This design comes from an exercise in tuning for small area and a short achievable clock period on the open sky130 flow, not from production work. Function was checked by simulation only, so behaviour that the tests miss may differ from the original. No activity file was given, so power comes from the tool's default toggle rates.

## v25
==> flow/design.v (excerpt) <==
module ALU_Top #(parameter Data_In_Width = 16)
(
    input   wire            [Data_In_Width-1 : 0]    A ,
    input   wire            [Data_In_Width-1 : 0]    B ,
    input   wire                          [3 : 0]    ALU_FUN,
    input   wire                                     CLK,
    input   wire                                     RST,
    output  wire      [(2*Data_In_Width)-1 : 0]      Arith_OUT,
    output  wire                                     Arith_Flag,
    output  wire            [Data_In_Width-1 : 0]    Logic_OUT,
    output  wire                                     Logic_Flag,
    output  wire                          [1 : 0]    CMP_OUT,
    output  wire                                     CMP_Flag,
    output  wire            [Data_In_Width-1 : 0]    Shift_OUT,
    output  wire                                     Shift_Flag
);
Size: ~2700 cells after synthesis, about 70 flip-flops, roughly 110 I/O pins.
clock: 85.0 ns
lec_check: 0
abc_area: 1
cap_margin: 5
core_margin: 2
core_utilization: 40
cts_buf_list: sky130_fd_sc_hd__clkbuf_8
cts_cluster_size: 25
slew_margin: 5
standard.sh (not shown) runs the stock make flow with config.mk's settings and CLKGATE_MAP_FILE= SYNTH_SCRIPT=/design/flow/synth_recipe.tcl, a recipe that flattens the netlist after the stock synthesis.
==> flow/flow/run.sh <==
#!/bin/bash
# The standard layout, except that the port buffers are buf_1 cells (ORFS
# otherwise picks clkdlybuf4s50_1 delay cells; every port is still buffered),
# and repair_timing aims for 47 ns of setup slack (an optimisation target
# only: the clock and constraints are unchanged).
set -euo pipefail
bash standard.sh synth > synth.log 2>&1
bash standard.sh "BUFFER_PORTS_ARGS=-buffer_cell sky130_fd_sc_hd__buf_1" SETUP_SLACK_MARGIN=47 finish > layout.log 2>&1
v25 went all the way through the flow, and no timing, DRC or antenna check failed.
### v25 -> v33
- an added GPL_TIMING_DRIVEN of 1
- a change of SLEW_MARGIN from 5 to 20
- a change of CAP_MARGIN from 5 to 20
==> run summary <==
A[13] as the first element of the critical path was reported by v33, and A[2] by v25. v25 → v33: switching component of the power went down about 0.3%; share of total power in combinational logic roughly the same. The run with more setup slack is v25; v33 has less. v33 can be clocked slower than v25. v33 and v25 ended up with roughly the same met1 track utilization from global routing. Any difference in final non-filler cell area between v33 and v25 is small enough to ignore. The final layouts of v25 and v33 pass the timing, design-rule and antenna checks. Mux share of post-synthesis cell area: v33 vs v25 — no meaningful difference. Between v25 and v33, the difference in power is negligible. In the tables for v25 and v33, routed wire length per instance reads lower with v25. Diff v25..v33 | share of the core filled with cells in the final layout | negligible.

ALU_Top again, from the RTL that the note above started with.
clock: 85.0 ns
lec_check: 0
abc_area: 1
cap_margin: 20
core_margin: 2
core_utilization: 40
cts_buf_list: sky130_fd_sc_hd__clkbuf_8
cts_cluster_size: 25
slew_margin: 20
==> flow/flow/run.sh <==
#!/bin/bash
# The standard layout, except that the port buffers are buf_1 cells (ORFS
# otherwise picks clkdlybuf4s50_1 delay cells; every port is still buffered),
# and repair_timing aims for 49 ns of setup slack (an optimisation target
# only: the clock and constraints are unchanged).
set -euo pipefail
bash standard.sh synth > synth.log 2>&1
bash standard.sh "BUFFER_PORTS_ARGS=-buffer_cell sky130_fd_sc_hd__buf_1" SETUP_SLACK_MARGIN=49 finish > layout.log 2>&1
Then changed:
==> flow/flow/run.sh (replaced) <==
#!/bin/bash
# The standard layout, except that the port buffers are buf_1 cells (ORFS
# otherwise picks clkdlybuf4s50_1 delay cells; every port is still buffered),
# and repair_timing aims for 47 ns of setup slack (an optimisation target
# only: the clock and constraints are unchanged).
set -euo pipefail
bash standard.sh synth > synth.log 2>&1
bash standard.sh "BUFFER_PORTS_ARGS=-buffer_cell sky130_fd_sc_hd__buf_1" SETUP_SLACK_MARGIN=47 finish > layout.log 2>&1
The changed run completed with no timing, DRC or antenna violations.
Global-route usage stays the same.
Worst setup slack degrades by 1.3 ns.
Core utilization shrinks by 3.1 points.
Die area stays the same.
Count of clock-buffer cells in the layout stays the same.
Cell area shrinks by a few percent.
Sequential power hardly moves.

Another version of the RTL of ALU_Top (not shown whole).
Size: ~2700 cells after synthesis, ~110 I/O pins, about 18000 µm² of cells after synthesis.
clock: 85.0 ns
lec_check: 0
abc_area: 1
cap_margin: 20
core_margin: 2
core_utilization: 40
cts_buf_list: sky130_fd_sc_hd__clkbuf_8
cts_cluster_size: 25
slew_margin: 20
==> flow/flow/run.sh <==
#!/bin/bash
# The standard layout, except that the port buffers are buf_1 cells (ORFS
# otherwise picks clkdlybuf4s50_1 delay cells); every port is still buffered.
set -euo pipefail
bash standard.sh synth > synth.log 2>&1
bash standard.sh "BUFFER_PORTS_ARGS=-buffer_cell sky130_fd_sc_hd__buf_1" finish > layout.log 2>&1
The starting point went through all stages and came out clean.
Rerun with:
==> flow/flow/run.sh (replaced) <==
#!/bin/bash
# The standard layout, except that the port buffers are buf_1 cells (ORFS
# otherwise picks clkdlybuf4s50_1 delay cells; every port is still buffered),
# and repair_timing aims for 50 ns of setup slack (an optimisation target
# only: the clock and constraints are unchanged).
set -euo pipefail
bash standard.sh synth > synth.log 2>&1
bash standard.sh "BUFFER_PORTS_ARGS=-buffer_cell sky130_fd_sc_hd__buf_1" SETUP_SLACK_MARGIN=50 finish > layout.log 2>&1
The new run produced a clean layout.
Worst setup slack gains 3.2 ns.
Area after synthesis stays the same.
Combinational power went up by 17%.
Rerun with:
==> flow/flow/run.sh (replaced) <==
#!/bin/bash
# The standard layout, repair_timing aiming for 46 ns of setup slack, with power recovery after global routing: gates on
# paths with positive slack are downsized (an optimisation step only: the
# clock and constraints are unchanged).
set -euo pipefail
bash standard.sh synth > synth.log 2>&1
bash standard.sh SETUP_SLACK_MARGIN=46 RECOVER_POWER=100 finish > layout.log 2>&1
- CTS_BUF_LIST: sky130_fd_sc_hd__clkbuf_8 -> default
- CTS_CLUSTER_SIZE: 25 -> default
=>
- This time the run completed and failed the layout checks on capacitance limit, slew limit
- die area stays the same
- synthesized cell count stays the same
- final area drops by 12%
- fmax is lower by 18%
- clock power is higher by 32%
- worst hold slack improves by 0.40 ns
Rerun with:
==> flow/flow/run.sh (replaced) <==
#!/bin/bash
# The standard layout, except that the port buffers are buf_1 cells (ORFS
# otherwise picks clkdlybuf4s50_1 delay cells); every port is still buffered.
set -euo pipefail
bash standard.sh synth > synth.log 2>&1
bash standard.sh "BUFFER_PORTS_ARGS=-buffer_cell sky130_fd_sc_hd__buf_1" finish > layout.log 2>&1
=> Now the flow completed without violations; non-clock buffer count shrinks by 17; setup slack is better by 4.5 ns; cell area drops by 4.0%; wire length is lower by 1.3%; die area is unchanged; combinational power came out lower by about 4%; final cell count is lower by 0.57%; sequential cell count is unchanged; synthesized cell count is unchanged.
Rerun with:
==> flow/flow/run.sh (replaced) <==
#!/bin/bash
# The standard layout, except that the port buffers are buf_1 cells (ORFS
# otherwise picks clkdlybuf4s50_1 delay cells; every port is still buffered),
# and repair_timing aims for 47 ns of setup slack (an optimisation target
# only: the clock and constraints are unchanged).
set -euo pipefail
bash standard.sh synth > synth.log 2>&1
bash standard.sh "BUFFER_PORTS_ARGS=-buffer_cell sky130_fd_sc_hd__buf_1" SETUP_SLACK_MARGIN=47 finish > layout.log 2>&1
- CTS_BUF_LIST: default -> sky130_fd_sc_hd__clkbuf_8
- CTS_CLUSTER_SIZE: default -> 25
Final area went up by about 5.4%.
Hold slack got worse by 0.031 ns.
Routed wire length went up by about 2.8%.
Maximum frequency went up by about 7%.
Final cell count went up by 2.2%.
Synthesized cell count stays the same.
Clock power went down by about 27%.
Rerun with:
==> flow/run.sh (new file) <==
#!/bin/bash
# synth_recipe.tcl (not shown) runs the flow's synth.tcl, then flattens the netlist and writes it again
# the make line also repeats each setting of config.mk as NAME=value (left out here)
make -C /OpenROAD-flow-scripts/flow DESIGN_CONFIG=/design/flow/config.mk WORK_HOME=/design/flow/orfs CLKGATE_MAP_FILE= SYNTH_SCRIPT=/design/flow/synth_recipe.tcl finish
- CTS_BUF_LIST: sky130_fd_sc_hd__clkbuf_8 -> default
- CTS_CLUSTER_SIZE: 25 -> default
removed: flow/flow/run.sh
removed: flow/standard.sh
=> The changed run passed the timing, design-rule and antenna checks; critical path depth goes down by 2; wire length goes down by about 2%; area after synthesis is unchanged.

ALU_Top again, from the RTL that the note above started with.
==> flow/config.mk <==
export PLATFORM = sky130hd
export DESIGN_NAME = ALU_Top
export DESIGN_NICKNAME = ALU_Top
export VERILOG_FILES = /design/flow/design.v
export SDC_FILE = /design/flow/constraint.sdc
export NUM_CORES = 4
export LEC_CHECK = 0
export ABC_AREA = 1
export CAP_MARGIN = 20
export CORE_MARGIN = 2
export CORE_UTILIZATION = 40
export SLEW_MARGIN = 20
==> flow/constraint.sdc <==
create_clock -name core_clock -period 85.0 [get_ports {CLK}]
set_input_delay 17.0000 -clock core_clock [delete_from_list [all_inputs] [get_ports {CLK}]]
set_output_delay 17.0000 -clock core_clock [all_outputs]
set_load 0.01 [all_outputs]
==> flow/flow/run.sh <==
#!/bin/bash
# The standard layout, except that the port buffers are buf_1 cells (ORFS
# otherwise picks clkdlybuf4s50_1 delay cells; every port is still buffered),
# and repair_timing aims for 47 ns of setup slack (an optimisation target
# only: the clock and constraints are unchanged).
set -euo pipefail
bash standard.sh synth > synth.log 2>&1
bash standard.sh "BUFFER_PORTS_ARGS=-buffer_cell sky130_fd_sc_hd__buf_1" SETUP_SLACK_MARGIN=47 finish > layout.log 2>&1
The first run produced a clean layout.
Then changed:
==> flow/flow/run.sh (replaced) <==
#!/bin/bash
# The standard layout, with repair_timing aiming for 48 ns of setup slack
# (an optimisation target only: the clock and constraints are unchanged).
set -euo pipefail
bash standard.sh synth > synth.log 2>&1
bash standard.sh SETUP_SLACK_MARGIN=48 finish > layout.log 2>&1
Effect: Area after synthesis does not change. Via count grows by 0.31%. Synthesized cell count does not change. Non-clock buffer count went up by 19. First-iteration DRC count goes up by 5.5%. Worst setup slack gets better by 300 ps. Wire length rose by 2.2%. Sequential cell count does not change.

[what the ideal ports hide]
The flow's constraints put no driver on any port. The routed layouts listed below were extracted and timed again, unchanged, in two steps.
Step 1 assumes that a clkbuf_16 drives the clock port and a buf_2 every other input.
Step 2 adds t to the input delays and takes it off the output delays; t is the mean of the earliest and latest rising clock arrival at the registers after step 1. Input paths then give back, and output paths get back, about the clock's delay inside the block.
Three values: ideal ports, drivers, drivers and shift; two values: the first two.
run	t, ns	setup WS [ns]	latest minus earliest clock arrival (ns)	worst slew at a driven data input, ns	cell pins on the clock port's net
v25	0.434	49.468 / 49.473 / 49.039	0.015 / 0.015	0.06	1
v33	0.434	49.333 / 49.356 / 48.921	0.014 / 0.013	0.06	1
the first run of note 2	0.437	50.634 / 50.662 / 50.225	0.016 / 0.016	0.07	1
the second run of note 2	0.434	49.333 / 49.356 / 48.921	0.014 / 0.013	0.06	1
the first run of note 3	0.398	46.460 / 46.473 / 46.075	0.010 / 0.010	0.03	1
the second run of note 3	0.389	49.620 / 49.607 / 49.218	0.013 / 0.013	0.07	1
the third run of note 3	0.389	41.949 / 41.955 / 41.566	0.008 / 0.009	0.06	1
the fourth run of note 3	0.373	46.462 / 46.478 / 46.105	0.008 / 0.008	0.03	1
the fifth run of note 3	0.397	48.952 / 48.967 / 48.570	0.010 / 0.010	0.05	1
the sixth run of note 3	0.387	46.719 / 46.743 / 46.356	0.007 / 0.007	0.06	1
the first run of note 4	0.378	48.985 / 48.997 / 48.619	0.008 / 0.009	0.05	1
the second run of note 4	0.389	49.286 / 49.309 / 48.920	0.009 / 0.008	0.06	1
The setup slack of v25, which loses most, moves by +0.005 ns with the drivers and by -0.429 ns with both steps.
